Source: an optimization exercise on an open RTL-to-GDS flow (aim: small area). Production flows keep margins and buffers that such runs may drop. Only simulation tests tie the RTL to the original design; equivalence was not proved. No activity file was given, so power comes from the tool's default toggle rates.

File: flow/config.mk
export PLATFORM = sky130hd
export DESIGN_NAME = tetris_game
export DESIGN_NICKNAME = tetris_game
export VERILOG_FILES = /design/flow/design.v
export SDC_FILE = /design/flow/constraint.sdc
export NUM_CORES = 8
export LEC_CHECK = 0
export ABC_AREA = 1
export CAP_MARGIN = 20
export CORE_MARGIN = 2
export CORE_UTILIZATION = 25
export PLACE_DENSITY = 0.45
export SLEW_MARGIN = 20
File: flow/design.v
module debouncer_module
( clk, rst_n, key_in,
  key_out
);
input clk;
input rst_n;
input key_in;
output key_out;
reg key_in_dly1;
reg key_in_dly2;
reg [4:0] s;
always @ ( posedge clk or negedge rst_n )
  if( !rst_n )
    begin
      key_in_dly1 <= 1'b0;
      key_in_dly2 <= 1'b0;
    end
  else
    begin
      key_in_dly1 <= key_in;
      key_in_dly2 <= key_in_dly1;
    end
always @ ( posedge clk or negedge rst_n )
  if( !rst_n )
    s <= 5'd27;
  else if( key_in_dly2 )
    s <= 5'd0;
  else if( s != 5'd27 )
    s <= s + 1'b1;
assign key_out = ( s == 5'd26 );
endmodule
module enable_border_module
( clk, rst_n, hq, hp, cv, vact,
  enable_border
);
input clk;
input rst_n;
input [5:0] hq;
input [4:0] hp;
input [9:0] cv;
input vact;
output reg enable_border;
wire [10:0] hx = { hq, hp };
wire out_h = vact && ( hx >= { 6'd22, 5'd10 } ) && ( hx <= { 6'd33, 5'd10 } );
wire in_h  = vact && ( hx >= { 6'd23, 5'd0 } )  && ( hx <= { 6'd33, 5'd0 } );
wire out_v = ( ( cv == 10'd85 ) && ( hx >= { 6'd7, 5'd11 } ) ) ||
             ( ( cv >= 10'd86 ) && ( cv <= 10'd365 ) ) ||
             ( ( cv == 10'd366 ) && ( hx <= { 6'd7, 5'd10 } ) );
wire in_v  = ( ( cv == 10'd95 ) && ( hx >= { 6'd7, 5'd11 } ) ) ||
             ( ( cv >= 10'd96 ) && ( cv <= 10'd355 ) ) ||
             ( ( cv == 10'd356 ) && ( hx <= { 6'd7, 5'd10 } ) );
always @ ( posedge clk or negedge rst_n )
  if( !rst_n )
    enable_border <= 1'b0;
  else
    enable_border <= out_h & out_v & ~( in_h & in_v );
endmodule
module enable_fixed_square_module
( clk, rst_n, hq, hp, cv, hact, vact, mp,
  enable_fixed_square
);
input clk;
input rst_n;
input [5:0] hq;
input [4:0] hp;
input [9:0] cv;
input hact;
input vact;
input [139:0] mp;
output reg enable_fixed_square;
wire hp0 = ( hp == 5'd0 );
wire hp19 = ( hp == 5'd19 );
wire [9:0] ecol;
wire [13:0] srow;
wire [13:0] crow;
genvar gi;
generate
  for( gi = 0; gi < 10; gi = gi + 1 )
    begin: fcol
      assign ecol[gi] = vact & ( hq == 23 + gi ) & ( hp0 | hp19 );
    end
  for( gi = 0; gi < 14; gi = gi + 1 )
    begin: frow
      assign srow[gi] = hact & ( cv == 76 + 20 * gi );
      assign crow[gi] = hact & ( cv == 95 + 20 * gi );
    end
endgenerate
reg [139:0] fh;
reg [139:0] fv;
always @ ( posedge clk or negedge rst_n )
  begin: upd
    integer a, b;
    if( !rst_n )
      begin
        fh <= 140'd0;
        fv <= 140'd0;
      end
    else
      for( a = 0; a < 14; a = a + 1 )
        for( b = 0; b < 10; b = b + 1 )
          begin
            if( mp[a * 10 + b] & ecol[b] )
              fh[a * 10 + b] <= hp0;
            if( mp[a * 10 + b] & ( srow[a] | crow[a] ) )
              fv[a * 10 + b] <= srow[a];
          end
  end
always @ ( posedge clk or negedge rst_n )
  if( !rst_n )
    enable_fixed_square <= 1'b0;
  else
    enable_fixed_square <= | ( fh & fv );
endmodule
module enable_hold_square_module
( clk, rst_n, hq, hp, cv, hact, vact, hs,
  enable_hold_square
);
input clk;
input rst_n;
input [5:0] hq;
input [4:0] hp;
input [9:0] cv;
input hact;
input vact;
input [15:0] hs;
output reg enable_hold_square;
wire hp0 = ( hp == 5'd0 );
wire hp19 = ( hp == 5'd19 );
reg [15:0] oh;
reg [15:0] ov;
always @ ( posedge clk or negedge rst_n )
  begin: upd
    integer a, b;
    if( !rst_n )
      begin
        oh <= 16'd0;
        ov <= 16'd0;
      end
    else
      for( a = 0; a < 4; a = a + 1 )
        for( b = 0; b < 4; b = b + 1 )
          if( !( ( a == 0 || a == 3 ) && ( b == 0 || b == 3 ) ) && hs[a * 4 + b] )
            begin
              if( vact && ( hq == 17 + b ) && hp0 )
                oh[a * 4 + b] <= 1'b1;
              else if( vact && ( hq == 17 + b ) && hp19 )
                oh[a * 4 + b] <= 1'b0;
              if( hact && ( cv == 196 + 20 * a ) )
                ov[a * 4 + b] <= 1'b1;
              else if( hact && ( cv == 215 + 20 * a ) )
                ov[a * 4 + b] <= 1'b0;
            end
  end
always @ ( posedge clk or negedge rst_n )
  if( !rst_n )
    enable_hold_square <= 1'b0;
  else
    enable_hold_square <= | ( oh & ov );
endmodule
module enable_moving_square
( clk, rst_n, hq, hp, cv, hact, vact, c, uq, ms,
  enable_moving_square
);
input clk;
input rst_n;
input [5:0] hq;
input [4:0] hp;
input [9:0] cv;
input hact;
input vact;
input [3:0] c;
input [8:0] uq;
input [15:0] ms;
output reg enable_moving_square;
wire sync = hact & vact;
wire hp0 = ( hp == 5'd0 );
wire hp1 = ( hp == 5'd1 );
wire [5:0] dq = hq - { 2'b00, c };
wire [8:0] vx = sync ? { 1'b0, cv[9:2] } : 9'd8;
wire [1:0] vl = sync ? cv[1:0] : 2'd3;
wire [8:0] dv = vx - uq;
reg [15:0] mh;
reg [15:0] mv;
always @ ( posedge clk or negedge rst_n )
  begin: upd
    integer a, b;
    if( !rst_n )
      begin
        mh <= 16'd0;
        mv <= 16'd0;
      end
    else
      for( a = 0; a < 4; a = a + 1 )
        for( b = 0; b < 4; b = b + 1 )
          if( !( ( a == 0 || a == 3 ) && ( b == 0 || b == 3 ) ) )
            if( ms[a * 4 + b] )
              begin
                if( vact && hp1 && ( dq == 18 + b ) )
                  mh[a * 4 + b] <= 1'b1;
                else if( vact && hp0 && ( dq == 19 + b ) )
                  mh[a * 4 + b] <= 1'b0;
                if( ( vl == 2'd0 ) && ( dv == 5 * a ) )
                  mv[a * 4 + b] <= 1'b1;
                else if( ( vl == 2'd3 ) && ( dv == 5 * a + 4 ) )
                  mv[a * 4 + b] <= 1'b0;
              end
  end
always @ ( posedge clk or negedge rst_n )
  if( !rst_n )
    enable_moving_square <= 1'b0;
  else
    enable_moving_square <= | ( mh & mv );
endmodule
module enable_next_square_module
( clk, rst_n, hq, hp, cv, hact, vact, es,
  enable_next_square
);
input clk;
input rst_n;
input [5:0] hq;
input [4:0] hp;
input [9:0] cv;
input hact;
input vact;
input [15:0] es;
output reg enable_next_square;
wire hp0 = ( hp == 5'd0 );
wire hp19 = ( hp == 5'd19 );
reg [15:0] nh;
reg [15:0] nv;
always @ ( posedge clk or negedge rst_n )
  begin: upd
    integer a, b;
    if( !rst_n )
      begin
        nh <= 16'd0;
        nv <= 16'd0;
      end
    else
      for( a = 1; a < 3; a = a + 1 )
        for( b = 0; b < 4; b = b + 1 )
          if( es[a * 4 + b] )
            begin
              if( vact && ( hq == 17 + b ) && hp0 )
                nh[a * 4 + b] <= 1'b1;
              else if( vact && ( hq == 17 + b ) && hp19 )
                nh[a * 4 + b] <= 1'b0;
              if( hact && ( cv == 86 + 20 * a ) )
                nv[a * 4 + b] <= 1'b1;
              else if( hact && ( cv == 105 + 20 * a ) )
                nv[a * 4 + b] <= 1'b0;
            end
  end
always @ ( posedge clk or negedge rst_n )
  if( !rst_n )
    enable_next_square <= 1'b0;
  else
    enable_next_square <= | ( nh & nv );
endmodule
module game_display_module
( clk, rst_n, sync, ingame_sig,
  enable_border, enable_moving_square, enable_fixed_square, enable_next_square, enable_hold_square,
  red_out, green_out, blue_out
);
input clk;
input rst_n;
input sync;
input ingame_sig;
input enable_border;
input enable_moving_square;
input enable_fixed_square;
input enable_next_square;
input enable_hold_square;
output reg red_out;
output reg green_out;
output reg blue_out;
reg bg_red;
reg bg_green;
reg bg_blue;
always @ ( posedge clk or negedge rst_n )
  if( !rst_n )
    begin
      bg_red   <= 1'b0;
      bg_green <= 1'b0;
      bg_blue  <= 1'b0;
    end
  else if( sync )
    begin
      bg_red   <= enable_border | enable_next_square | enable_hold_square;
      bg_green <= enable_border | enable_next_square | enable_hold_square | enable_fixed_square;
      bg_blue  <= enable_border | enable_fixed_square;
    end
always @ ( posedge clk or negedge rst_n )
  if( !rst_n )
    begin
      red_out   <= 1'b0;
      green_out <= 1'b0;
      blue_out  <= 1'b0;
    end
  else
    begin
      red_out   <= bg_red | ( ingame_sig & enable_moving_square );
      green_out <= bg_green | enable_moving_square;
      blue_out  <= bg_blue | ( ~ingame_sig & enable_moving_square );
    end
endmodule
module game_sync_module
( clk, rst_n,
  hq, hp, cv, hact, vact, hsync_out, vsync_out
);
input clk;
input rst_n;
output reg [5:0] hq;
output reg [4:0] hp;
output reg [9:0] cv;
output hact;
output vact;
output hsync_out;
output vsync_out;
wire h_end = ( hq == 6'd40 ) && ( hp == 5'd5 );
wire [10:0] hx = { hq, hp };
always @ ( posedge clk or negedge rst_n )
  if( !rst_n )
    begin
      hq <= 6'd0;
      hp <= 5'd5;
    end
  else if( h_end )
    begin
      hq <= 6'd0;
      hp <= 5'd5;
    end
  else if( hp == 5'd19 )
    begin
      hq <= hq + 1'b1;
      hp <= 5'd0;
    end
  else
    hp <= hp + 1'b1;
always @ ( posedge clk or negedge rst_n )
  if( !rst_n )
    cv <= 10'd0;
  else if( cv == 10'd525 )
    cv <= 10'd0;
  else if( h_end )
    cv <= cv + 1'b1;
assign hact = ( hx >= { 6'd7, 5'd10 } ) && ( hx <= { 6'd39, 5'd9 } );
assign vact = ( cv >= 10'd35 ) && ( cv <= 10'd514 );
assign hsync_out = ~( ( hq < 6'd5 ) || ( ( hq == 6'd5 ) && ( hp <= 5'd1 ) ) );
assign vsync_out = ~( cv <= 10'd2 );
endmodule
module map_window
( mp, r, c,
  win
);
input [139:0] mp;
input [3:0] r;
input [3:0] c;
output reg [29:0] win;         
wire [339:0] grid;             
genvar gi;
generate
  for( gi = 0; gi < 17; gi = gi + 1 )
    begin: grows
      if( gi < 14 )
        assign grid[gi * 20 +: 20] = { 5'b11111, mp[gi * 10 +: 10], 5'b11111 };
      else if( gi == 14 )
        assign grid[gi * 20 +: 20] = 20'hfffff;
      else
        assign grid[gi * 20 +: 20] = 20'h00000;
    end
endgenerate
reg [99:0] rowv;
always @ ( * )
  begin: sel
    integer a, b, k;
    rowv = 100'd0;
    for( a = 0; a < 5; a = a + 1 )
      for( k = 0; k < 13; k = k + 1 )
        if( r == k )
          rowv[a * 20 +: 20] = grid[( k + a ) * 20 +: 20];
    win = 30'd0;
    for( a = 0; a < 5; a = a + 1 )
      for( b = 0; b < 6; b = b + 1 )
        for( k = 3; k < 14; k = k + 1 )
          if( c == k )
            win[a * 6 + b] = rowv[a * 20 + k + b - 1];
  end
endmodule
module place_mask
( ms, r, c, ld,
  place
);
input [15:0] ms;
input [3:0] r;
input [3:0] c;
input ld;
output reg [139:0] place;
reg [39:0] rowpat;
always @ ( * )
  begin: pl
    integer a, b, k;
    rowpat = 40'd0;
    for( a = 0; a < 4; a = a + 1 )
      for( b = 0; b < 10; b = b + 1 )
        for( k = 0; k < 4; k = k + 1 )
          if( !( ( a == 0 || a == 3 ) && ( k == 0 || k == 3 ) ) )
            if( ( b + 5 - k >= 3 ) && ( b + 5 - k <= 13 ) )
              rowpat[a * 10 + b] = rowpat[a * 10 + b] | ( ms[a * 4 + k] & ( c == b + 5 - k ) );
    place = 140'd0;
    for( a = 0; a < 14; a = a + 1 )
      for( k = 0; k < 4; k = k + 1 )
        if( a - k >= 0 && a - k <= 12 )
          place[a * 10 +: 10] = place[a * 10 +: 10] | ( { 10{ ld && ( r == a - k ) } } & rowpat[k * 10 +: 10] );
  end
endmodule
module tetris_control_module
( clk, rst_n, move_right, move_left, rotate_dly, change_dly,
  mp, ms, hs, es, c, uq, ig, score
);
input clk;
input rst_n;
input move_right;
input move_left;
input rotate_dly;
input change_dly;
output reg [139:0] mp;         
output reg [15:0] ms;          
output reg [15:0] hs;          
output [15:0] es;              
output reg [3:0] c;
output reg [8:0] uq;           
output reg ig;                 
output [7:0] score;
localparam [15:0] NC = 16'b0110_1111_1111_0110;
reg [3:0] r;
reg [11:0] cnt;                
reg [2:0] nt_d;                
reg ld_d;
reg fd;
reg ld;
reg go;
reg [7:0] sc;
function [15:0] shape;
  input [2:0] t;
  case( t )
    3'd0: shape = 16'b0000_0111_0010_0000;
    3'd1: shape = 16'b0000_0110_0110_0000;
    3'd2: shape = 16'b0000_0000_1111_0000;
    3'd3: shape = 16'b0000_0011_0110_0000;
    3'd4: shape = 16'b0000_0110_0011_0000;
    3'd5: shape = 16'b0000_0111_0100_0000;
    3'd6: shape = 16'b0000_1110_0010_0000;
    default: shape = 16'b0000_0110_0110_0000;
  endcase
endfunction
assign es = shape( nt_d );
reg [15:0] rot;
always @ ( * )
  begin: rt
    integer a, b;
    for( a = 0; a < 4; a = a + 1 )
      for( b = 0; b < 4; b = b + 1 )
        rot[a * 4 + b] = ms[( 3 - b ) * 4 + a];
  end
wire [29:0] win;
map_window W ( .mp(mp), .r(r), .c(c), .win(win) );
reg hit_down, hit_right, hit_left, hit_rot, hit_chg;
always @ ( * )
  begin: hits
    integer a, b;
    hit_down = 1'b0;
    hit_right = 1'b0;
    hit_left = 1'b0;
    hit_rot = 1'b0;
    hit_chg = 1'b0;
    for( a = 0; a < 4; a = a + 1 )
      for( b = 0; b < 4; b = b + 1 )
        if( NC[a * 4 + b] )
          begin
            hit_down  = hit_down  | ( ms[a * 4 + b]  & win[( a + 1 ) * 6 + b + 1] );
            hit_right = hit_right | ( ms[a * 4 + b]  & win[a * 6 + b + 2] );
            hit_left  = hit_left  | ( ms[a * 4 + b]  & win[a * 6 + b] );
            hit_rot   = hit_rot   | ( rot[a * 4 + b] & win[a * 6 + b + 1] );
            hit_chg   = hit_chg   | ( hs[a * 4 + b]  & win[a * 6 + b + 1] );
          end
  end
wire move_down_en = ~hit_down;
wire move_right_en = ~hit_right;
wire move_left_en = ~hit_left;
wire rotate_en = ~hit_rot;
wire change_en = ~hit_chg;
wire tick = ( cnt == 12'd2499 );
wire fall_down = tick & move_down_en;
always @ ( posedge clk or negedge rst_n )
  if( !rst_n )
    cnt <= 12'd0;
  else if( tick )
    cnt <= 12'd0;
  else if( ig )
    cnt <= cnt + 1'b1;
always @ ( posedge clk or negedge rst_n )
  if( !rst_n )
    begin
      fd <= 1'b0;
      ld <= 1'b0;
      ld_d <= 1'b0;
      nt_d <= 3'd0;
    end
  else
    begin
      fd <= fall_down;
      ld <= fd & ~move_down_en;
      ld_d <= ld;
      nt_d <= nt_d + ld_d;
    end
always @ ( posedge clk or negedge rst_n )
  if( !rst_n )
    begin
      ms <= 16'b0000_0111_0010_0000;
      hs <= 16'b0000_0110_0110_0000;
    end
  else if( rotate_dly && rotate_en )
    ms <= rot & NC;
  else if( change_dly && change_en )
    begin
      ms <= hs & NC;
      hs <= ms & NC;
    end
  else if( ld )
    ms <= es;
always @ ( posedge clk or negedge rst_n )
  if( !rst_n )
    begin
      r <= 4'd0;
      c <= 4'd8;
    end
  else if( ld )
    begin
      r <= 4'd0;
      c <= 4'd8;
    end
  else if( move_right && move_right_en )
    c <= c + 1'b1;
  else if( move_left && move_left_en )
    c <= c - 1'b1;
  else if( fall_down )
    r <= r + 1'b1;
always @ ( posedge clk or negedge rst_n )
  if( !rst_n )
    uq <= 9'd19;
  else if( ld )
    uq <= 9'd19;
  else if( fall_down )
    uq <= uq + 9'd5;
wire [139:0] place;
place_mask P ( .ms(ms), .r(r), .c(c), .ld(ld), .place(place) );
wire [13:0] full;
wire [13:0] shift;
genvar gi;
generate
  for( gi = 0; gi < 14; gi = gi + 1 )
    begin: frows
      assign full[gi] = & mp[gi * 10 +: 10];
      if( gi == 13 )
        assign shift[gi] = full[gi];
      else
        assign shift[gi] = full[gi] | shift[gi + 1];
    end
endgenerate
always @ ( posedge clk or negedge rst_n )
  begin: mpu
    integer a;
    if( !rst_n )
      mp <= 140'd0;
    else
      for( a = 0; a < 14; a = a + 1 )
        if( shift[a] )
          mp[a * 10 +: 10] <= ( a == 0 ) ? 10'd0 : mp[( a - 1 ) * 10 +: 10];
        else
          mp[a * 10 +: 10] <= mp[a * 10 +: 10] | place[a * 10 +: 10];
  end
always @ ( posedge clk or negedge rst_n )
  if( !rst_n )
    sc <= 8'd0;
  else if( shift[0] )
    sc <= sc + 1'b1;
assign score = sc;
always @ ( posedge clk or negedge rst_n )
  if( !rst_n )
    go <= 1'b0;
  else if( ( r == 4'd0 ) && ( c == 4'd8 ) && !move_down_en )
    go <= 1'b1;
always @ ( posedge clk or negedge rst_n )
  if( !rst_n )
    ig <= 1'b1;
  else if( go )
    ig <= 1'b0;
endmodule
module tetris_game
( clk, rst_n,
  right, left, rotateR, down,
  hsync_out, vsync_out, red_out, green_out, blue_out,
  vga_blank, vga_sync, score
);
input clk;
input rst_n;
input right;
input left;
input rotateR;
input down;
output hsync_out;
output vsync_out;
output red_out;
output green_out;
output blue_out;
output vga_blank;
output vga_sync;
output [7:0] score;
wire move_right;
wire move_left;
wire rotate_r;
wire change;
reg rotate_dly;
reg change_dly;
debouncer_module U2 ( .clk(clk), .rst_n(rst_n), .key_in(right),   .key_out(move_right) );
debouncer_module U3 ( .clk(clk), .rst_n(rst_n), .key_in(left),    .key_out(move_left) );
debouncer_module U4 ( .clk(clk), .rst_n(rst_n), .key_in(rotateR), .key_out(rotate_r) );
debouncer_module U5 ( .clk(clk), .rst_n(rst_n), .key_in(down),    .key_out(change) );
always @ ( posedge clk or negedge rst_n )
  if( !rst_n )
    begin
      rotate_dly <= 1'b0;
      change_dly <= 1'b0;
    end
  else
    begin
      rotate_dly <= rotate_r;
      change_dly <= change;
    end
wire [5:0] hq;
wire [4:0] hp;
wire [9:0] cv;
wire hact;
wire vact;
game_sync_module U13
( .clk(clk), .rst_n(rst_n), .hq(hq), .hp(hp), .cv(cv), .hact(hact), .vact(vact),
  .hsync_out(hsync_out), .vsync_out(vsync_out) );
wire [139:0] mp;
wire [15:0] ms;
wire [15:0] hs;
wire [15:0] es;
wire [3:0] c;
wire [8:0] uq;
wire ig;
tetris_control_module U6
( .clk(clk), .rst_n(rst_n), .move_right(move_right), .move_left(move_left),
  .rotate_dly(rotate_dly), .change_dly(change_dly),
  .mp(mp), .ms(ms), .hs(hs), .es(es), .c(c), .uq(uq), .ig(ig), .score(score) );
wire enable_border;
wire enable_moving_square;
wire enable_fixed_square;
wire enable_next_square;
wire enable_hold_square;
enable_border_module U7
( .clk(clk), .rst_n(rst_n), .hq(hq), .hp(hp), .cv(cv), .vact(vact),
  .enable_border(enable_border) );
enable_moving_square U8
( .clk(clk), .rst_n(rst_n), .hq(hq), .hp(hp), .cv(cv), .hact(hact), .vact(vact),
  .c(c), .uq(uq), .ms(ms), .enable_moving_square(enable_moving_square) );
enable_fixed_square_module U9
( .clk(clk), .rst_n(rst_n), .hq(hq), .hp(hp), .cv(cv), .hact(hact), .vact(vact),
  .mp(mp), .enable_fixed_square(enable_fixed_square) );
enable_next_square_module U10
( .clk(clk), .rst_n(rst_n), .hq(hq), .hp(hp), .cv(cv), .hact(hact), .vact(vact),
  .es(es), .enable_next_square(enable_next_square) );
enable_hold_square_module U11
( .clk(clk), .rst_n(rst_n), .hq(hq), .hp(hp), .cv(cv), .hact(hact), .vact(vact),
  .hs(hs), .enable_hold_square(enable_hold_square) );
game_display_module U14
( .clk(clk), .rst_n(rst_n), .sync(hact & vact), .ingame_sig(ig),
  .enable_border(enable_border), .enable_moving_square(enable_moving_square),
  .enable_fixed_square(enable_fixed_square), .enable_next_square(enable_next_square),
  .enable_hold_square(enable_hold_square),
  .red_out(red_out), .green_out(green_out), .blue_out(blue_out) );
assign vga_blank = hsync_out & vsync_out;
assign vga_sync = 1'b0;
endmodule
File: flow/run.sh
#!/bin/bash
# synth_recipe.tcl (not shown) runs the flow's synth.tcl, then flattens the netlist and writes it again
# the make line also repeats each setting of config.mk as NAME=value (left out here)
make -C /OpenROAD-flow-scripts/flow DESIGN_CONFIG=/design/flow/config.mk WORK_HOME=/design/flow/orfs CLKGATE_MAP_FILE= SYNTH_SCRIPT=/design/flow/synth_recipe.tcl finish
File: flow/constraint.sdc
create_clock -name core_clock -period 10.0 [get_ports {clk}]
set_input_delay 2.0000 -clock core_clock [delete_from_list [all_inputs] [get_ports {clk}]]
set_output_delay 2.0000 -clock core_clock [all_outputs]
set_load 0.01 [all_outputs]
==> summary.txt, run 1 <==
Setup path
  • Slowest cell delay on critical path: 0.47 ns
  • Reg-to-Reg Start: U6.r[1]
  • Origin of the worst setup path: U6.r[1]
  • Req. time, crit path: 10.64 ns
  • Slowest cell on the critical path: sky130_fd_sc_hd__inv_2
  • Kind of launch point of the worst setup path: register
  • Sort of element at the end of the critical path: register
  • Endpoint arrival time on the critical path: 6.85 ns
  • Most prevalent standard cell on the critical path: sky130_fd_sc_hd__nand2_1
  • Setup CP Type: reg -> reg
  • Cell count along the critical path: 33
  • Register-to-Register Path Depth: 33
  • CP max FO: 45
  • Critical path buffer and inverter count: 6
  • Top Family by Delay on Critical Path: simple AND/OR/NAND/NOR gates

STA
  • Max Freq: 161 MHz
  • Worst clock skew on the final layout: 0.0305 ns
  • Final Slew Violations: 0
  • Worst relative slew slack: 13.3%
  • Final count of negative-setup-slack endpoints: 0
  • Final cycle utilization of the critical path: 62.1%
  • Final Hold Violating Endpoints: 0
  • Unrepaired setup endpoints after global routing: false
  • Post-Route Setup TNS: 0 ns
  • Worst Hold Slack: 0.347 ns
  • Final critical-path required period: 6.21 ns
  • Least-Margin Pin Slew: 1.30 ns

Routing
  • Routed wirelength normalized by instance count: 27.7 um
  • Antenna violation net count after detailed routing: 0
  • Router iterations before antenna repair: 6
  • Routed wire length: 213 mm
  • Vias after detailed routing: 43400
  • Number of violations reported at the end of detailed-routing iteration 0: 6021
  • Mean number of vias per cell: 5.65
  • Residual DRC count: 0

Cells and area
  • Area growth from synthesis to layout: 12.6%
  • Combined flip-flop and latch cell area: 15400 um2
  • Final instance area: 44900 um2
  • Count of nets after finishing: 5606
  • Highest-count cells in the layout ignoring fill and taps: sky130_fd_sc_hd__nand2_1 (1181), sky130_fd_sc_hd__o21ai_0 (744), sky130_fd_sc_hd__inv_1 (597)
  • Share of post-route cells with drive strength above 1: 6.40%
  • Most common cell after layout, fill and taps aside: sky130_fd_sc_hd__nand2_1
  • Multi-input gate area in the final layout: 20800 um2
  • Final cell count without fillers: 7684
  • Filler Cell Count: 17356

CTS
  • Clock tree from TritonCTS: done
  • Clock slew at reported path FFs: 0.06 ns
  • Hold-fix buffers at CTS: 0
  • H-tree depth reported by CTS: 3
  • Master cell of the clock root buffer: sky130_fd_sc_hd__clkbuf_16
  • TritonCTS sink count: 615
  • Setup fix buffers added after clock tree synthesis: 0
  • Num CTS Buffers: 79
  • Clock Latency Late Sink: 0.72 ns
  • Clock Path Buffers: 3
  • CTS-repair resized insts: 0

Power
  • Leakage power of the design: 19.6 nW
  • Maximum vdd ir drop: 95.6 uV
  • Total Power: 5.48 mW
  • Power density over the cells: 122 nW/um2

Place
  • # port buffers: 19
  • Number of cells in the design after placement: 7542
  • HPWL after detailed placement: 150 mm
  • Placed Instance Area: 42400 um2
  • Final weighted congestion in routability-driven placement: 1.04

Synth
  • Syn Nets: 5709
  • Fraction of registers with async set/reset: 100%
  • Synth warnings: 12
  • Mean instance size in the synthesized netlist: 7.05 um2
  • FF+latch count, synth: 615
  • Predominant post-synthesis flop cell: sky130_fd_sc_hd__dfrtp_1
  • Number of distinct standard cells referenced by the synthesized netlist: 69
  • Combined area of all synthesized cells: 39900 um2
  • Number of synthesized flops with an enable pin: 0
  • Share of synthesized area occupied by flip-flops and latches: 38.7%
  • Cell count after synthesis: 5655

Run status
  • Result of the run: complete, no violations

Floorplan
  • Die extent in y: 403 um
  • Floorplan Core Area: 158000 um2
  • Die Outline Area: 163000 um2
  • Initial standard-cell utilization of the core: 25.2%
  • Die boundary width: 403 um
  • Number of top-level pins: 21
  • # rows: 146

Global routing
  • Vias in the first global route: 40106
  • Initial antenna violation count: 2
  • Largest net degree at the start of global routing: 131
  • Overall Global Routing Usage: 25.5%
  • GRT overflow: 0
  • Global-route wire length before repair: 304 mm

Hold path
  • Worst hold path type: reg -> reg
  • Worst hold path cell count: 0
  • Worst min-delay path startpoint: U2.key_in_dly1

Run
  • Count of max-cap constraint violations: 0
## state kept, by name (all words and copies together), names as in the netlist, 12 cells and up
name and cells:
U6.hs 12, U6.mp 140, U11.oh 12, U6.cnt 12
U11.ov 12, U9.fh 140, U6.ms 12, U9.fv 140
U8.mv 12, U8.mh 12
## cells in the mapped netlist (45+ instances only)
cell / n / share of area, %
sky130_fd_sc_hd__a21oi_1: 361 / 4.5
sky130_fd_sc_hd__a221oi_1: 87 / 1.9
sky130_fd_sc_hd__a31oi_1: 53 / 0.83
sky130_fd_sc_hd__buf_2: 60 / 0.75
sky130_fd_sc_hd__clkbuf_1: 221 / 2.1
sky130_fd_sc_hd__dfrtp_1: 584 / 37
sky130_fd_sc_hd__ha_1: 45 / 1.4
sky130_fd_sc_hd__inv_1: 598 / 5.6
sky130_fd_sc_hd__nand2_1: 1184 / 11
sky130_fd_sc_hd__nand3_1: 313 / 3.9
sky130_fd_sc_hd__nand4_1: 129 / 2.0
sky130_fd_sc_hd__nor2_1: 462 / 4.3
sky130_fd_sc_hd__nor3_1: 107 / 1.3
sky130_fd_sc_hd__nor4_1: 81 / 1.3
sky130_fd_sc_hd__o21ai_0: 749 / 9.4
sky130_fd_sc_hd__o21ai_1: 52 / 0.65
sky130_fd_sc_hd__o221ai_1: 50 / 1.1
sky130_fd_sc_hd__o22ai_1: 125 / 2.0
## path summary, 6_finish.rpt
| kind | slack, ns | to |
|---|---|---|
| setup / recovery | 3.79 | U6.c[3] |
| hold / removal | 0.35 | U2.key_in_dly2 |
| setup reg to reg | 3.79 | U6.c[3] |
| hold reg to reg | 0.35 | U2.key_in_dly2 |
| max in group asynchronous | 6.67 | U9.fv[12] |
| min in group asynchronous | 1.24 | U13.hp[4] |
## routing by layer
layer  wire [um]  global-route usage (%)  vias to the layer above
met4       10700                    10.9                        0
met3       19900                    5.94                      511
li1            -                       -                    19236
met1       91200                    35.1                    21283
met5           0                       0                        -
met2       91100                    38.1                     2370
## area by class of cell
| class | count | share of cell area, % |
|---|---|---|
| Clock buffer | 112 | 4.99 |
| Inverter | 658 | 5.50 |
| Sequential cell | 615 | 34.3 |
| Timing Repair Buffer | 130 | 2.37 |
| Antenna cell | 3 | 0.0167 |
| Multi-Input combinational cell | 4068 | 46.3 |
| Clock inverter | 26 | 0.668 |
| Tap cell | 2072 | 5.77 |
## logic make-up (layout without fill, tap and decap cells)
family / after synthesis / in the layout / synth area share [%]
other cells: 1 / 4 / 0.00940
buf+inv: 972 / 926 / 9.58
mux: 14 / 14 / 0.351
flops: 615 / 615 / 38.7
fa+ha+maj: 48 / 48 / 1.56
xor+xnor: 27 / 27 / 0.593
compound gates: 1651 / 1651 / 23.9
simple gates: 2327 / 2327 / 25.3
## through the flow
step	util, %	worst slack, ns
after CTS	28.4	4.05
after detailed placement	26.8	4.06
after global routing	28.4	3.24
after floorplan	-	5.50
final	28.4	3.79
after global placement	26.7	4.11
## power breakdown
part	internal, mW	switching, mW	total (mW)
Combinational	0.00913	0.0581	0.0672
Clock	1.69	1.22	2.91
Sequential	2.50	0.00506	2.50
==> run 2, diff against run 1 <==
--- a/flow/design.v
+++ b/flow/design.v
@@ -20,14 +20,16 @@
       key_in_dly1 <= key_in;
       key_in_dly2 <= key_in_dly1;
     end
+assign key_out = ( s == 5'b10101 );
 always @ ( posedge clk or negedge rst_n )
   if( !rst_n )
-    s <= 5'd27;
+    s <= 5'd0;
   else if( key_in_dly2 )
+    s <= 5'd1;
+  else if( key_out )
     s <= 5'd0;
-  else if( s != 5'd27 )
-    s <= s + 1'b1;
-assign key_out = ( s == 5'd26 );
+  else
+    s <= { s[3:0], s[4] ^ s[2] };
 endmodule
 module enable_border_module
 ( clk, rst_n, hq, hp, cv, vact,
@@ -357,10 +359,10 @@
 input [3:0] r;
 input [3:0] c;
 output reg [29:0] win;         
-wire [339:0] grid;             
+wire [399:0] grid;             
 genvar gi;
 generate
-  for( gi = 0; gi < 17; gi = gi + 1 )
+  for( gi = 0; gi < 20; gi = gi + 1 )
     begin: grows
       if( gi < 14 )
         assign grid[gi * 20 +: 20] = { 5'b11111, mp[gi * 10 +: 10], 5'b11111 };
@@ -370,21 +372,35 @@
         assign grid[gi * 20 +: 20] = 20'h00000;
     end
 endgenerate
+reg [159:0] t;
 reg [99:0] rowv;
+reg [44:0] tc;
 always @ ( * )
   begin: sel
     integer a, b, k;
+    t = 160'd0;
+    for( a = 0; a < 8; a = a + 1 )
+      for( k = 0; k < 4; k = k + 1 )
+        if( r[3:2] == k )
+          t[a * 20 +: 20] = grid[( 4 * k + a ) * 20 +: 20];
     rowv = 100'd0;
     for( a = 0; a < 5; a = a + 1 )
-      for( k = 0; k < 13; k = k + 1 )
-        if( r == k )
-          rowv[a * 20 +: 20] = grid[( k + a ) * 20 +: 20];
+      for( k = 0; k < 4; k = k + 1 )
+        if( r[1:0] == k )
+          rowv[a * 20 +: 20] = t[( k + a ) * 20 +: 20];
     win = 30'd0;
+    tc = 45'd0;
+    for( a = 0; a < 5; a = a + 1 )
+      for( b = 0; b < 9; b = b + 1 )
+        for( k = 0; k < 4; k = k + 1 )
+          if( c[3:2] == k && 4 * k + b - 1 >= 0 && 4 * k + b - 1 < 20 )
+            tc[a * 9 + b] = rowv[a * 20 + 4 * k + b - 1];
     for( a = 0; a < 5; a = a + 1 )
       for( b = 0; b < 6; b = b + 1 )
-        for( k = 3; k < 14; k = k + 1 )
-          if( c == k )
-            win[a * 6 + b] = rowv[a * 20 + k + b - 1];
+        for( k = 0; k < 4; k = k + 1 )
+          if( c[1:0] == k )
+            win[a * 6 + b] = tc[a * 9 + k + b];
+    win = win & 30'b001100_011110_111111_111111_011110;
   end
 endmodule
 module place_mask
@@ -397,21 +413,33 @@
 input ld;
 output reg [139:0] place;
 reg [39:0] rowpat;
+reg [27:0] sh1;
+reg [69:0] u;
 always @ ( * )
   begin: pl
     integer a, b, k;
+    sh1 = 28'd0;
+    for( a = 0; a < 4; a = a + 1 )
+      for( b = 0; b < 7; b = b + 1 )
+        for( k = 0; k < 4; k = k + 1 )
+          if( b - k >= 0 && b - k <= 3 && !( ( a == 0 || a == 3 ) && ( b - k == 0 || b - k == 3 ) ) )
+            sh1[a * 7 + b] = sh1[a * 7 + b] | ( ms[a * 4 + b - k] & ( c[1:0] == k ) );
     rowpat = 40'd0;
     for( a = 0; a < 4; a = a + 1 )
       for( b = 0; b < 10; b = b + 1 )
         for( k = 0; k < 4; k = k + 1 )
-          if( !( ( a == 0 || a == 3 ) && ( k == 0 || k == 3 ) ) )
-            if( ( b + 5 - k >= 3 ) && ( b + 5 - k <= 13 ) )
-              rowpat[a * 10 + b] = rowpat[a * 10 + b] | ( ms[a * 4 + k] & ( c == b + 5 - k ) );
+          if( b + 5 - 4 * k >= 0 && b + 5 - 4 * k <= 6 )
+            rowpat[a * 10 + b] = rowpat[a * 10 + b] | ( sh1[a * 7 + b + 5 - 4 * k] & ( c[3:2] == k ) );
+    u = 70'd0;
+    for( a = 0; a < 7; a = a + 1 )
+      for( k = 0; k < 4; k = k + 1 )
+        if( a - k >= 0 && a - k <= 3 )
+          u[a * 10 +: 10] = u[a * 10 +: 10] | ( { 10{ r[1:0] == k } } & rowpat[( a - k ) * 10 +: 10] );
     place = 140'd0;
     for( a = 0; a < 14; a = a + 1 )
       for( k = 0; k < 4; k = k + 1 )
-        if( a - k >= 0 && a - k <= 12 )
-          place[a * 10 +: 10] = place[a * 10 +: 10] | ( { 10{ ld && ( r == a - k ) } } & rowpat[k * 10 +: 10] );
+        if( a - 4 * k >= 0 && a - 4 * k <= 6 )
+          place[a * 10 +: 10] = place[a * 10 +: 10] | ( { 10{ ld && ( r[3:2] == k ) } } & u[( a - 4 * k ) * 10 +: 10] );
   end
 endmodule
 module tetris_control_module
==> flow/flow/run.sh (new file) <==
#!/bin/bash
# Own layout flow: the ORFS layout, with two changes:
#  - synthesis maps the logic with the ABC script in abc.script (area-oriented
#    &dch/&nf mapping) in place of ORFS's abc_area.script; everything else in
#    synthesis is the standard flow's own script (registers and their names are unchanged);
#  - layout knobs from knobs.mk.
# Each tool's full output is kept in a log file in this folder (make_*.log and
# ORFS's own logs under orfs/logs).
set -euo pipefail
W=$(pwd)
F=$W/flow
ORFS_RESULTS=$W/orfs/results/$FLOW_PLATFORM/tetris_game/base

# synthesis: ORFS's synth.tcl with our ABC script
grep -q '^  log_cmd abc {\*}\$abc_args$' "$FLOW_HOME/scripts/synth.tcl"
sed 's|^  log_cmd abc {\*}\$abc_args$|  set abc_args [lreplace $abc_args [expr {[lsearch -exact $abc_args -script] + 1}] [expr {[lsearch -exact $abc_args -script] + 1}] '"$F"'/abc.script]\n  log_cmd abc {*}$abc_args|' \
  "$FLOW_HOME/scripts/synth.tcl" > "$W/synth_own.tcl"
grep -q 'source $::env(SCRIPTS_DIR)/synth.tcl' "$W/synth_recipe.tcl"
sed "s|source \$::env(SCRIPTS_DIR)/synth.tcl|source $W/synth_own.tcl|" "$W/synth_recipe.tcl" > "$W/own_synth.tcl"

KNOBS=$(grep -v '^#' "$F/knobs.mk" | tr '\n' ' ')
make -C "$FLOW_HOME" DESIGN_CONFIG="$FLOW_CONFIG" WORK_HOME="$W/orfs" CLKGATE_MAP_FILE= \
  SYNTH_SCRIPT="$W/own_synth.tcl" $KNOBS finish > "$W/make_finish.log" 2>&1

: # left out here: write the final layout as DEF
==> flow/flow/abc.script (new file) <==
strash
&get -n
&fraig -x
&put
dc2
strash
&get -n
&dch -f
&nf -R 1000
&put
==> flow/flow/knobs.mk (new file) <==
CORE_UTILIZATION=50
PLACE_DENSITY=0.65
CORE_MARGIN=2
CAP_MARGIN=20
SLEW_MARGIN=20
CTS_BUF_LIST=sky130_fd_sc_hd__clkbuf_16
CTS_CLUSTER_SIZE=20
CTS_CLUSTER_DIAMETER=50
==> flow/standard.sh (new file) <==
#!/bin/bash
# synth_recipe.tcl (not shown) runs the flow's synth.tcl, then flattens the netlist and writes it again
# the make line also repeats each setting of config.mk as NAME=value (left out here)
make -C /OpenROAD-flow-scripts/flow DESIGN_CONFIG=/design/flow/config.mk WORK_HOME=/design/flow/orfs CLKGATE_MAP_FILE= SYNTH_SCRIPT=/design/flow/synth_recipe.tcl "${@:-finish}"
--- a/flow/config.mk
+++ b/flow/config.mk
@@ -5,7 +5,6 @@
 export SDC_FILE = /design/flow/constraint.sdc
 export NUM_CORES = 8
 export LEC_CHECK = 0
-export ABC_AREA = 1
 export CAP_MARGIN = 20
 export CORE_MARGIN = 2
 export CORE_UTILIZATION = 25
removed: flow/run.sh
==> summary.txt, run 2 <==
Synth
  • Top-count cell post-synth: sky130_fd_sc_hd__dfrtp_1 (was sky130_fd_sc_hd__nand2_1)
  • Top post-synthesis cells by area: sky130_fd_sc_hd__dfrtp_1 (47%), sky130_fd_sc_hd__a21oi_1 (7.6%), sky130_fd_sc_hd__nand2_1 (5.9%) (was sky130_fd_sc_hd__dfrtp_1 (37%), sky130_fd_sc_hd__nand2_1 (11%), sky130_fd_sc_hd__o21ai_0 (9.4%))
  • FF+latch count, synth: 615 (unchanged)
  • Ranking of synthesized cells by instance count: sky130_fd_sc_hd__dfrtp_1 (600), sky130_fd_sc_hd__nand2_1 (500), sky130_fd_sc_hd__a21oi_1 (484), sky130_fd_sc_hd__nor2_1 (342), sky130_fd_sc_hd__a31oi_1 (210) (was sky130_fd_sc_hd__nand2_1 (1184), sky130_fd_sc_hd__o21ai_0 (749), sky130_fd_sc_hd__inv_1 (598), sky130_fd_sc_hd__dfrtp_1 (584), sky130_fd_sc_hd__nor2_1 (462))
  • Area share of the leading cell type in the synthesized netlist: 46.9% (was 36.6%)
  • Predominant post-synthesis flop cell: sky130_fd_sc_hd__dfrtp_1 (unchanged)
  • Synth warnings: 13 (was 12)
  • Share of synthesized area occupied by flip-flops and latches: 48.1% (was 38.7%)
  • Number of synthesized flops with an enable pin: 0 (unchanged)
  • Cell count after synthesis: 3496 (was 5655)
  • Syn Nets: 3542 (was 5709)
  • Fraction of registers with async set/reset: 100% (unchanged)
  • Number of distinct standard cells referenced by the synthesized netlist: 65 (was 69)
  • Post-synthesis cell type with the largest combined area: sky130_fd_sc_hd__dfrtp_1 (unchanged)
  • Combined area of all synthesized cells: 32000 um2 (was 39900 um2)
  • Mean instance size in the synthesized netlist: 9.16 um2 (was 7.05 um2)

Setup path
  • CP max FO: 24 (was 45)
  • Setup CP Type: reg -> reg (unchanged)
  • Kind of launch point of the worst setup path: register (unchanged)
  • Sort of element at the end of the critical path: register (unchanged)
  • Endpoint arrival time on the critical path: 8.26 ns (was 6.85 ns)
  • Req. time, crit path: 10.56 ns (was 10.64 ns)

CTS
  • Setup fix buffers added after clock tree synthesis: 0 (unchanged)
  • Clock slew at reported path FFs: 0.08 ns (was 0.06 ns)
  • H-tree depth reported by CTS: 3 (unchanged)
  • Hold-fix buffers at CTS: 0 (unchanged)
  • Clock tree from TritonCTS: done (unchanged)
  • Clock Latency Late Sink: 0.65 ns (was 0.72 ns)
  • TritonCTS sink count: 615 (unchanged)
  • Master cell of the clock root buffer: sky130_fd_sc_hd__clkbuf_16 (unchanged)
  • Clock Path Buffers: 3 (unchanged)
  • Num CTS Buffers: 67 (was 79)
  • CTS-repair resized insts: 0 (unchanged)

Floorplan
  • Number of top-level pins: 21 (unchanged)
  • Die boundary width: 257 um (was 403 um)
  • Die extent in y: 257 um (was 403 um)
  • Floorplan Core Area: 63200 um2 (was 158000 um2)
  • Initial standard-cell utilization of the core: 50.7% (was 25.2%)
  • Die Outline Area: 66100 um2 (was 163000 um2)
  • # rows: 92 (was 146)

Power
  • Power density over the cells: 152 nW/um2 (was 122 nW/um2)
  • Leakage power of the design: 15.3 nW (was 19.6 nW)
  • Maximum vdd ir drop: 151 uV (was 95.6 uV)

STA
  • Final Slew Violations: 0 (unchanged)
  • Final critical-path required period: 7.70 ns (was 6.21 ns)
  • Least-Margin Pin Slew: 1.35 ns (was 1.30 ns)
  • Max Freq: 130 MHz (was 161 MHz)
  • Final Hold Violating Endpoints: 0 (unchanged)
  • Final cycle utilization of the critical path: 77.0% (was 62.1%)
  • Unrepaired setup endpoints after global routing: false (unchanged)
  • Worst clock skew on the final layout: 0.0392 ns (was 0.0305 ns)
  • Post-Route Setup TNS: 0 ns (unchanged)
  • Final count of negative-setup-slack endpoints: 0 (unchanged)
  • Worst relative slew slack: 9.81% (was 13.3%)

Place
  • Placed Instance Area: 34200 um2 (was 42400 um2)
  • # port buffers: 19 (unchanged)
  • Final weighted congestion in routability-driven placement: 1.12 (was 1.04)
  • HPWL after detailed placement: 113 mm (was 150 mm)

Cells and area
  • Highest-count cells in the layout ignoring fill and taps: sky130_fd_sc_hd__dfrtp_1 (600), sky130_fd_sc_hd__nand2_1 (497), sky130_fd_sc_hd__a21oi_1 (484) (was sky130_fd_sc_hd__nand2_1 (1181), sky130_fd_sc_hd__o21ai_0 (744), sky130_fd_sc_hd__inv_1 (597))
  • Area growth from synthesis to layout: 13.9% (was 12.6%)
  • Count of nets after finishing: 3723 (was 5606)
  • Final instance area: 36500 um2 (was 44900 um2)
  • Share of post-route cells with drive strength above 1: 6.97% (was 6.40%)
  • Largest registers: U6.mp (140), U9.fh (140), U9.fv (140) (unchanged)
  • Most common cell after layout, fill and taps aside: sky130_fd_sc_hd__dfrtp_1 (was sky130_fd_sc_hd__nand2_1)

Global routing
  • Initial antenna violation count: 15 (was 2)
  • Grt peak-use layer: met2 (unchanged)
  • Largest net degree at the start of global routing: 171 (was 131)
  • GRT overflow: 0 (unchanged)
  • Global-route wire length before repair: 231 mm (was 304 mm)
  • Met1 routing resource usage after global routing: 61.4% (was 35.1%)
  • Overall Global Routing Usage: 47.6% (was 25.5%)
  • Vias in the first global route: 32693 (was 40106)
  • Global-route track usage on met2: 65.6% (was 38.1%)
  • Met3 routing resource usage after global routing: 21.2% (was 5.94%)

Hold path
  • Worst hold path type: reg -> reg (unchanged)

Run
  • Count of max-cap constraint violations: 0 (unchanged)

Routing
  • Router iterations before antenna repair: 10 (was 6)
  • Routed wirelength normalized by instance count: 35.1 um (was 27.7 um)
  • Mean number of vias per cell: 7.63 (was 5.65)
  • Residual DRC count: 0 (unchanged)
  • Antenna violation net count after detailed routing: 0 (unchanged)
  • Number of violations reported at the end of detailed-routing iteration 0: 6673 (was 6021)
  • Routed wire length: 161 mm (was 213 mm)
  • Vias after detailed routing: 34971 (was 43400)

Run status
  • Result of the run: complete, no violations (unchanged)
==> run 2: cell types whose count changed in the layout (fill, tap and decap cells not counted), moves of 59 or more <==
cell                       before  now
sky130_fd_sc_hd__inv_1        597    4
sky130_fd_sc_hd__nor4_1        79   20
sky130_fd_sc_hd__nand2_1     1181  497
sky130_fd_sc_hd__a22oi_1       22   94
sky130_fd_sc_hd__a21oi_1      360  484
sky130_fd_sc_hd__nand3_1      312   66
sky130_fd_sc_hd__nor2_1       449  334
sky130_fd_sc_hd__a31oi_1       51  210
sky130_fd_sc_hd__a222oi_1       0   63
sky130_fd_sc_hd__nand4_1      129   53
sky130_fd_sc_hd__a22o_1        16  206
sky130_fd_sc_hd__o22ai_1      124   56
sky130_fd_sc_hd__o21ai_0      744  177
==> run 2: layer usage <==
layer | wire length, um | share of wire [%]
met5 | 141 | 0.088
met4 | 11900 | 7.4
met3 | 25200 | 16
met2 | 64500 | 40
met1 | 59100 | 37
==> run 2: worst paths after layout <==
check / slack, ns / startpoint / cells after the start / endpoint
max in group asynchronous: 6.53 / rst_n / 3 / U13.hp[3]
setup reg to reg: 2.30 / U6.mp[137] / 25 / U6.sc[7]
hold reg to reg: 0.36 / U3.key_in_dly1 / 0 / U3.key_in_dly2
setup / recovery: 2.30 / U6.mp[137] / 25 / U6.sc[7]
hold / removal: 0.36 / U3.key_in_dly1 / 0 / U3.key_in_dly2
min in group asynchronous: 1.32 / rst_n / 1 / U6.cnt[7]
==> run 2: layout make-up <==
cell class              instances  area, um2
multi-input cells            2814      16600
flip-flops and latches        615      15400
repair buffers                113        913
inverters                      66        248
clock inverters                53        571
clock buffers                  67       1680
fillers                      5437      26700
well taps                     846       1060
diodes                          7       17.5
==> run 2: metrics by stage <==
step,setup slack [ns],hold slack (ns),cells,power (mW),utilization (%)
2_1_floorplan,0.464,0.331,3496,2.80,-
3_3_place_gp,2.35,0.338,4452,2.99,54.1
3_5_place_dp,2.74,0.338,4452,3.00,54.1
4_1_cts,2.65,0.360,4572,5.52,57.6
5_1_grt,1.95,0.367,4575,5.67,57.7
6_report,2.30,0.358,4581,5.56,57.7
==> run 2: power breakdown <==
group          leakage [nW]  internal, mW  switching (mW)  total [mW]
Clock                  1.10          1.36            1.23        2.59
Combinational          5.71         0.114           0.311       0.425
Sequential             8.49          2.50          0.0444        2.55
Total                  15.3          3.97            1.58        5.56
==> run 2: critical path, stage by stage, from the launching register on <==
cell	delay, ns
sky130_fd_sc_hd__dfrtp_1	0.47
sky130_fd_sc_hd__nand4_1	0.16
sky130_fd_sc_hd__nor2_1	0.06
sky130_fd_sc_hd__nand3_1	0.08
sky130_fd_sc_hd__buf_4	0.18
sky130_fd_sc_hd__a21boi_1	0.18
sky130_fd_sc_hd__buf_4	0.26
sky130_fd_sc_hd__o21ai_1	0.11
sky130_fd_sc_hd__buf_4	0.23
sky130_fd_sc_hd__a21oi_1	0.19
sky130_fd_sc_hd__o31a_1	0.33
sky130_fd_sc_hd__o31a_1	0.19
sky130_fd_sc_hd__buf_4	0.24
sky130_fd_sc_hd__o31a_1	0.20
sky130_fd_sc_hd__o31a_1	0.14
sky130_fd_sc_hd__buf_4	0.26
sky130_fd_sc_hd__o31a_1	0.18
sky130_fd_sc_hd__buf_4	0.26
sky130_fd_sc_hd__o31a_1	0.66
sky130_fd_sc_hd__o31a_1	0.71
sky130_fd_sc_hd__o31a_1	0.77
sky130_fd_sc_hd__o31a_1	0.75
sky130_fd_sc_hd__o31ai_2	0.34
sky130_fd_sc_hd__and3_1	0.31
sky130_fd_sc_hd__nand4_1	0.14
sky130_fd_sc_hd__xnor2_1	0.15
==> run 2: cells by family after synthesis <==
| family | share of synthesized area (%) |
|---|---|
| mux | 0.0977 |
| xor+xnor | 1.01 |
| simple gates | 16.3 |
| flops | 48.1 |
| buf+inv | 0.797 |
| fa+ha+maj | 1.63 |
| compound gates | 32.1 |
| other cells | 0.0117 |
==> run 3, diff against run 2 <==
==> flow/flow/knobs.mk (replaced) <==
CORE_UTILIZATION=50
PLACE_DENSITY=0.65
CORE_MARGIN=2
CAP_MARGIN=20
SLEW_MARGIN=20
CTS_BUF_LIST=sky130_fd_sc_hd__clkbuf_8
CTS_CLUSTER_SIZE=14
CTS_CLUSTER_DIAMETER=40
==> summary.txt, run 3 <==
STA
  • Final Slew Violations: 0 (unchanged)
  • Least-Margin Pin Slew: 1.33 ns (was 1.35 ns)
  • Final Hold Violating Endpoints: 0 (unchanged)
  • Unrepaired setup endpoints after global routing: false (unchanged)
  • Final count of negative-setup-slack endpoints: 0 (unchanged)
  • Max Freq: 130 MHz (about the same)
  • Final cycle utilization of the critical path: 76.7% (was 77.0%)
  • Post-Route Setup TNS: 0 ns (unchanged)
  • Final critical-path required period: 7.67 ns (was 7.70 ns)
  • Worst relative slew slack: 10.9% (was 9.81%)
  • Worst clock skew on the final layout: 0.0461 ns (was 0.0392 ns)

Place
  • HPWL after detailed placement: 113 mm (unchanged)
  • Final weighted congestion in routability-driven placement: 1.12 (unchanged)
  • # port buffers: 19 (unchanged)
  • Number of cells in the design after placement: 4452 (unchanged)

Synth
  • Ranking of synthesized cells by instance count: sky130_fd_sc_hd__dfrtp_1 (600), sky130_fd_sc_hd__nand2_1 (500), sky130_fd_sc_hd__a21oi_1 (484), sky130_fd_sc_hd__nor2_1 (342), sky130_fd_sc_hd__a31oi_1 (210) (unchanged)
  • Number of distinct standard cells referenced by the synthesized netlist: 65 (unchanged)
  • FF+latch count, synth: 615 (unchanged)
  • Top-count cell post-synth: sky130_fd_sc_hd__dfrtp_1 (unchanged)
  • Syn Nets: 3542 (unchanged)
  • Combined area of all synthesized cells: 32000 um2 (unchanged)
  • Cell count after synthesis: 3496 (unchanged)
  • Top post-synthesis cells by area: sky130_fd_sc_hd__dfrtp_1 (47%), sky130_fd_sc_hd__a21oi_1 (7.6%), sky130_fd_sc_hd__nand2_1 (5.9%) (unchanged)
  • Fraction of registers with async set/reset: 100% (unchanged)
  • Area share of the leading cell type in the synthesized netlist: 46.9% (unchanged)
  • Predominant post-synthesis flop cell: sky130_fd_sc_hd__dfrtp_1 (unchanged)
  • Share of synthesized area occupied by flip-flops and latches: 48.1% (unchanged)
  • Post-synthesis cell type with the largest combined area: sky130_fd_sc_hd__dfrtp_1 (unchanged)
  • Number of synthesized flops with an enable pin: 0 (unchanged)
  • Synth warnings: 13 (unchanged)
  • Mean instance size in the synthesized netlist: 9.16 um2 (unchanged)

Setup path
  • CP max FO: 24 (unchanged)
  • Endpoint arrival time on the critical path: 8.37 ns (was 8.26 ns)
  • Req. time, crit path: 10.70 ns (was 10.56 ns)
  • Kind of launch point of the worst setup path: register (unchanged)
  • Setup CP Type: reg -> reg (unchanged)
  • Sort of element at the end of the critical path: register (unchanged)

Routing
  • Residual DRC count: 0 (unchanged)
  • Antenna violation net count after detailed routing: 0 (unchanged)
  • Router iterations before antenna repair: 10 (unchanged)
  • Number of violations reported at the end of detailed-routing iteration 0: 6740 (was 6673)
  • Routed wirelength normalized by instance count: 34.6 um (was 35.1 um)
  • Routed wire length: 160 mm (was 161 mm)
  • Vias after detailed routing: 34976 (was 34971)
  • Mean number of vias per cell: 7.54 (was 7.63)

Cells and area
  • Final cell count without fillers: 4641 (was 4581)
  • Multi-input gate area in the final layout: 16600 um2 (about the same)
  • Combined flip-flop and latch cell area: 15400 um2 (unchanged)
  • Share of post-route cells with drive strength above 1: 8.23% (was 6.97%)
  • Highest-count cells in the layout ignoring fill and taps: sky130_fd_sc_hd__dfrtp_1 (600), sky130_fd_sc_hd__nand2_1 (497), sky130_fd_sc_hd__a21oi_1 (484) (unchanged)
  • Count of nets after finishing: 3750 (was 3723)
  • Filler Cell Count: 5419 (was 5437)
  • Area growth from synthesis to layout: 13.8% (was 13.9%)
  • Most common cell after layout, fill and taps aside: sky130_fd_sc_hd__dfrtp_1 (unchanged)
  • Largest registers: U6.mp (140), U9.fh (140), U9.fv (140) (unchanged)

Floorplan
  • Die extent in y: 257 um (unchanged)
  • Die Outline Area: 66100 um2 (unchanged)
  • # rows: 92 (unchanged)
  • Initial standard-cell utilization of the core: 50.7% (unchanged)
  • Die boundary width: 257 um (unchanged)
  • Number of top-level pins: 21 (unchanged)
  • Floorplan Core Area: 63200 um2 (unchanged)

Global routing
  • Overall Global Routing Usage: 47.7% (was 47.6%)
  • GRT overflow: 0 (unchanged)
  • Largest net degree at the start of global routing: 171 (unchanged)
  • Initial antenna violation count: 14 (was 15)
  • Global-route wire length before repair: 231 mm (about the same)
  • Vias in the first global route: 32813 (was 32693)

CTS
  • TritonCTS sink count: 615 (unchanged)
  • H-tree depth reported by CTS: 3 (unchanged)
  • Setup fix buffers added after clock tree synthesis: 0 (unchanged)
  • Clock Latency Late Sink: 0.78 ns (was 0.65 ns)
  • Clock slew at reported path FFs: 0.09 ns (was 0.08 ns)
  • Num CTS Buffers: 94 (was 67)
  • Clock Path Buffers: 3 (unchanged)
  • Clock tree from TritonCTS: done (unchanged)
  • CTS-repair resized insts: 0 (unchanged)
  • Hold-fix buffers at CTS: 0 (unchanged)
  • Master cell of the clock root buffer: sky130_fd_sc_hd__clkbuf_8 (was sky130_fd_sc_hd__clkbuf_16)

Hold path
  • Worst hold path type: reg -> reg (unchanged)

Power
  • Maximum vdd ir drop: 149 uV (was 151 uV)
  • Power density over the cells: 150 nW/um2 (was 152 nW/um2)
  • Leakage power of the design: 15.4 nW (was 15.3 nW)

Run
  • Count of max-cap constraint violations: 0 (unchanged)

Run status
  • Result of the run: complete, no violations (unchanged)
[run 3: cell count changes in the layout (fill, tap and decap cells not counted), moves of 6 or more]
cell,previous run,this run
sky130_fd_sc_hd__inv_1,4,10
sky130_fd_sc_hd__clkinv_4,7,14
sky130_fd_sc_hd__clkbuf_8,0,96
sky130_fd_sc_hd__diode_2,7,14
sky130_fd_sc_hd__clkinv_2,4,11
sky130_fd_sc_hd__bufinv_16,2,11
sky130_fd_sc_hd__clkbuf_16,67,0
[run 3: area by class of cell]
type / instances / share of cell area (%)
Tap cell: 846 / 2.90
Inverter: 66 / 0.680
Multi-Input combinational cell: 2814 / 45.5
Clock inverter: 77 / 2.43
Timing Repair Buffer: 113 / 2.51
Antenna cell: 14 / 0.0961
Clock buffer: 96 / 3.63
Sequential cell: 615 / 42.3
[run 3: stage by stage]
stage                     instance area, um2  power (mW)  hold WS [ns]  util [%]  setup slack [ns]
after floorplan                        32000        2.80         0.331         -             0.464
after global placement                 34200        2.99         0.338      54.1              2.35
after detailed placement               34200        3.00         0.338      54.1              2.74
after CTS                              36400        5.42         0.359      57.6              2.68
after global routing                   36400        5.58         0.361      57.6              1.96
final                                  36400        5.45         0.358      57.7              2.33
[run 3: per-layer routing]
metal,global-route usage [%],up-vias,wire length [um]
met4,28.4,14,12000
li1,-,14130,-
met3,20.9,710,24600
met1,61.7,17110,59200
met5,1.90,-,230
met2,65.6,3012,64400
[run 3: worst paths after layout]
check | from | end | slack, ns | cells past startpoint
worst min-delay path | U4.key_in_dly1 | U4.key_in_dly2 | 0.36 | 0
worst max-delay path | U6.mp[134] | U6.sc[7] | 2.33 | 25
worst max register to register | U6.mp[134] | U6.sc[7] | 2.33 | 25
min in group asynchronous | rst_n | U6.cnt[8] | 1.20 | 1
worst min register to register | U4.key_in_dly1 | U4.key_in_dly2 | 0.36 | 0
max in group asynchronous | rst_n | U13.hp[3] | 6.65 | 3
[run 3: cells by family after synthesis]
group                      Yosys count  share of synthesized area, %
muxes                                3                        0.0977
adders and majority gates           40                          1.63
and+or+nand+nor                   1187                          16.3
DFF                                615                          48.1
xor gates and xnor gates            37                          1.01
buffers and inverters               67                         0.797
other                                1                        0.0117
AOI/OAI and AO/OA                 1546                          32.1
[run 3: power breakdown]
part	internal, mW	switching (mW)
Clock	1.26	1.22
Combinational	0.114	0.309
Sequential	2.50	0.0441
Total	3.87	1.57
[run 3: worst max-delay path, stage by stage (launching register included)]
cell	delay [ns]
sky130_fd_sc_hd__dfrtp_1	0.49
sky130_fd_sc_hd__nand4_1	0.14
sky130_fd_sc_hd__nor2_1	0.05
sky130_fd_sc_hd__nand3_1	0.08
sky130_fd_sc_hd__buf_4	0.18
sky130_fd_sc_hd__a21boi_1	0.17
sky130_fd_sc_hd__buf_4	0.26
sky130_fd_sc_hd__o21ai_1	0.11
sky130_fd_sc_hd__buf_4	0.23
sky130_fd_sc_hd__a21oi_1	0.19
sky130_fd_sc_hd__o31a_1	0.34
sky130_fd_sc_hd__o31a_1	0.20
sky130_fd_sc_hd__buf_4	0.24
sky130_fd_sc_hd__o31a_1	0.21
sky130_fd_sc_hd__o31a_1	0.14
sky130_fd_sc_hd__buf_4	0.26
sky130_fd_sc_hd__o31a_1	0.18
sky130_fd_sc_hd__buf_4	0.28
sky130_fd_sc_hd__o31a_1	0.66
sky130_fd_sc_hd__o31a_1	0.71
sky130_fd_sc_hd__o31a_1	0.73
sky130_fd_sc_hd__o31a_1	0.75
sky130_fd_sc_hd__o31ai_2	0.34
sky130_fd_sc_hd__and3_1	0.31
sky130_fd_sc_hd__nand4_1	0.14
sky130_fd_sc_hd__xnor2_1	0.13
==> run 4, diff against run 3 <==
==> flow/flow/knobs.mk (replaced) <==
CORE_UTILIZATION=25
PLACE_DENSITY=0.45
CORE_MARGIN=2
CAP_MARGIN=20
SLEW_MARGIN=20
==> summary.txt, run 4 <==
Run status
  • Result of the run: complete, no violations (unchanged)

STA
  • Unrepaired setup endpoints after global routing: false (unchanged)
  • Worst Hold Slack: 0.350 ns (was 0.358 ns)
  • Final cycle utilization of the critical path: 77.4% (was 76.7%)
  • Final critical-path required period: 7.74 ns (was 7.67 ns)
  • Worst clock skew on the final layout: 0.0712 ns (was 0.0461 ns)
  • Final Hold Violating Endpoints: 0 (unchanged)
  • Final Slew Violations: 0 (unchanged)
  • Final count of negative-setup-slack endpoints: 0 (unchanged)
  • Post-Route Setup TNS: 0 ns (unchanged)
  • Max Freq: 129 MHz (was 130 MHz)
  • Least-Margin Pin Slew: 1.26 ns (was 1.33 ns)
  • Worst relative slew slack: 15.1% (was 10.9%)
  • Smallest setup slack after layout: 2.26 ns (was 2.33 ns)

Hold path
  • Worst hold path type: reg -> reg (unchanged)
  • Worst hold path cell count: 0 (unchanged)

Synth
  • Mean instance size in the synthesized netlist: 9.16 um2 (unchanged)
  • Ranking of synthesized cells by instance count: sky130_fd_sc_hd__dfrtp_1 (600), sky130_fd_sc_hd__nand2_1 (500), sky130_fd_sc_hd__a21oi_1 (484), sky130_fd_sc_hd__nor2_1 (342), sky130_fd_sc_hd__a31oi_1 (210) (unchanged)
  • Combined area of all synthesized cells: 32000 um2 (unchanged)
  • Top-count cell post-synth: sky130_fd_sc_hd__dfrtp_1 (unchanged)
  • Top post-synthesis cells by area: sky130_fd_sc_hd__dfrtp_1 (47%), sky130_fd_sc_hd__a21oi_1 (7.6%), sky130_fd_sc_hd__nand2_1 (5.9%) (unchanged)
  • Number of synthesized flops with an enable pin: 0 (unchanged)
  • Syn Nets: 3542 (unchanged)
  • Fraction of registers with async set/reset: 100% (unchanged)
  • Area share of the leading cell type in the synthesized netlist: 46.9% (unchanged)
  • Post-synthesis cell type with the largest combined area: sky130_fd_sc_hd__dfrtp_1 (unchanged)
  • Synth warnings: 13 (unchanged)
  • Share of synthesized area occupied by flip-flops and latches: 48.1% (unchanged)
  • FF+latch count, synth: 615 (unchanged)
  • Number of distinct standard cells referenced by the synthesized netlist: 65 (unchanged)
  • Cell count after synthesis: 3496 (unchanged)
  • Predominant post-synthesis flop cell: sky130_fd_sc_hd__dfrtp_1 (unchanged)

CTS
  • Master cell of the clock root buffer: sky130_fd_sc_hd__clkbuf_16 (was sky130_fd_sc_hd__clkbuf_8)
  • CTS-repair resized insts: 0 (unchanged)
  • H-tree depth reported by CTS: 3 (unchanged)
  • Setup fix buffers added after clock tree synthesis: 0 (unchanged)
  • Hold-fix buffers at CTS: 0 (unchanged)
  • TritonCTS sink count: 615 (unchanged)
  • Clock Latency Late Sink: 0.71 ns (was 0.78 ns)
  • Clock slew at reported path FFs: 0.06 ns (was 0.09 ns)
  • Clock tree from TritonCTS: done (unchanged)
  • Clock Path Buffers: 3 (unchanged)
  • Num CTS Buffers: 76 (was 94)

Routing
  • Routed wirelength normalized by instance count: 30.2 um (was 34.6 um)
  • Router iterations before antenna repair: 12 (was 10)
  • Number of violations reported at the end of detailed-routing iteration 0: 5196 (was 6740)
  • Amount of wire on met2 after detailed routing: 68.1 mm (was 64.4 mm)
  • Antenna violation net count after detailed routing: 0 (unchanged)
  • Mean number of vias per cell: 6.11 (was 7.54)
  • M1 wire length: 68.5 mm (was 59.2 mm)
  • Residual DRC count: 0 (unchanged)
  • Routed wire length: 164 mm (was 160 mm)
  • Met3 layer wire length in the routed design: 18.2 mm (was 24.6 mm)
  • Top metal layer carrying routed signals: met5 (unchanged)
  • Vias after detailed routing: 33131 (was 34976)

Run
  • Count of max-cap constraint violations: 0 (unchanged)

Cells and area
  • Final cell count without fillers: 5424 (was 4641)
  • Count of nets after finishing: 3749 (was 3750)
  • Area growth from synthesis to layout: 18.8% (was 13.8%)
  • Largest registers: U6.mp (140), U9.fh (140), U9.fv (140) (unchanged)
  • Highest-count cells in the layout ignoring fill and taps: sky130_fd_sc_hd__dfrtp_1 (600), sky130_fd_sc_hd__nand2_1 (498), sky130_fd_sc_hd__a21oi_1 (483) (was sky130_fd_sc_hd__dfrtp_1 (600), sky130_fd_sc_hd__nand2_1 (497), sky130_fd_sc_hd__a21oi_1 (484))
  • Final standard cell utilization of the core: 29.9% (was 57.7%)
  • Share of post-route cells with drive strength above 1: 7.89% (was 8.23%)
  • # diodes: 0 (was 14)
  • Most common cell after layout, fill and taps aside: sky130_fd_sc_hd__dfrtp_1 (unchanged)

Place
  • # port buffers: 19 (unchanged)
  • Number of cells in the design after placement: 5285 (was 4452)
  • Post-placement setup slack: 2.62 ns (was 2.74 ns)
  • HPWL after detailed placement: 113 mm (about the same)
  • Final weighted congestion in routability-driven placement: 1.11 (was 1.12)

Floorplan
  • Die boundary width: 362 um (was 257 um)
  • Number of top-level pins: 21 (unchanged)
  • Floorplan Core Area: 127000 um2 (was 63200 um2)
  • Die extent in y: 362 um (was 257 um)
  • Initial standard-cell utilization of the core: 25.1% (was 50.7%)
  • # rows: 131 (was 92)
  • Die Outline Area: 131000 um2 (was 66100 um2)

Power
  • Power density over the cells: 154 nW/um2 (was 150 nW/um2)
  • Maximum vdd ir drop: 113 uV (was 149 uV)
  • Leakage power of the design: 15.6 nW (was 15.4 nW)

Setup path
  • Endpoint arrival time on the critical path: 8.36 ns (was 8.37 ns)
  • Kind of launch point of the worst setup path: register (unchanged)
  • Register-to-Register Path Depth: 24 (was 25)
  • Sort of element at the end of the critical path: register (unchanged)
  • CP max FO: 21 (was 24)
  • Setup CP Type: reg -> reg (unchanged)
  • Req. time, crit path: 10.62 ns (was 10.70 ns)

Global routing
  • Vias in the first global route: 31153 (was 32813)
  • Largest net degree at the start of global routing: 121 (was 171)
  • Global-route wire length before repair: 234 mm (was 231 mm)
  • Initial antenna violation count: 14 (unchanged)
  • Overall Global Routing Usage: 24.4% (was 47.7%)
  • GRT overflow: 0 (unchanged)
run 4: path summary, 6_finish.rpt:
kind | startpoint | slack (ns) | to
max in group asynchronous | rst_n | 6.80 | U9.fh[136]
min reg2reg | U4.key_in_dly1 | 0.35 | U4.key_in_dly2
min | U4.key_in_dly1 | 0.35 | U4.key_in_dly2
max | U6.mp[139] | 2.26 | U6.sc[6]
min in group asynchronous | rst_n | 1.24 | U6.nt_d[0]
max reg2reg | U6.mp[139] | 2.26 | U6.sc[6]
run 4: worst max-delay path, cell delays in order, from the launching register on:
cell	delay [ns]
sky130_fd_sc_hd__dfrtp_1	0.52
sky130_fd_sc_hd__nand4_1	0.17
sky130_fd_sc_hd__nor2_1	0.05
sky130_fd_sc_hd__nand3_1	0.32
sky130_fd_sc_hd__a21boi_1	0.28
sky130_fd_sc_hd__o21ai_1	0.22
sky130_fd_sc_hd__a21oi_1	0.22
sky130_fd_sc_hd__o31a_1	0.17
sky130_fd_sc_hd__buf_4	0.26
sky130_fd_sc_hd__o31a_1	0.18
sky130_fd_sc_hd__buf_4	0.25
sky130_fd_sc_hd__o31a_1	0.33
sky130_fd_sc_hd__o31a_1	0.19
sky130_fd_sc_hd__buf_4	0.24
sky130_fd_sc_hd__o31a_1	0.88
sky130_fd_sc_hd__o31a_1	0.28
sky130_fd_sc_hd__buf_4	0.26
sky130_fd_sc_hd__o31a_1	0.66
sky130_fd_sc_hd__o31a_1	0.24
sky130_fd_sc_hd__buf_4	0.27
sky130_fd_sc_hd__o31a_1	0.79
sky130_fd_sc_hd__o31ai_2	0.32
sky130_fd_sc_hd__and3_1	0.31
sky130_fd_sc_hd__nand4_1	0.11
sky130_fd_sc_hd__xnor2_1	0.12
run 4: stage by stage:
| stage | area (um2) | power (mW) |
|---|---|---|
| 6_report | 38000 | 5.86 |
| 5_1_grt | 38000 | 6.04 |
| 4_1_cts | 38000 | 5.90 |
| 3_5_place_dp | 35400 | 3.00 |
| 3_3_place_gp | 35400 | 3.01 |
| 2_1_floorplan | 32000 | 2.80 |
run 4: final cells by class:
| type | count | area (um2) |
|---|---|---|
| Tap cell | 1662 | 2080 |
| Multi-Input combinational cell | 2814 | 16700 |
| Inverter | 66 | 248 |
| Timing Repair Buffer | 130 | 1060 |
| Fill cell | 13318 | 89300 |
| Clock inverter | 34 | 429 |
| Clock buffer | 103 | 2140 |
| Sequential cell | 615 | 15400 |
run 4: cells by family after synthesis:
logic type | synth area share [%]
buffers and inverters | 0.797
XOR/XNOR | 1.01
adder cells (fa/ha/maj) | 1.63
other | 0.0117
multiplexers | 0.0977
flip-flops | 48.1
AO/OA/AOI/OAI | 32.1
AND/OR/NAND/NOR | 16.3
run 4: metal layers:
layer  up-vias  GRT usage (%)
met2      2031           35.0
li1      14115              -
met4        14           12.1
met1     16474           32.7
met5         -              0
met3       497           7.82
run 4: power by group:
group          internal, mW  switching (mW)  leakage (nW)  total, mW
Clock                  1.67            1.22          1.24       2.89
Sequential             2.51          0.0419          8.49       2.55
Combinational         0.116           0.310          5.83      0.426
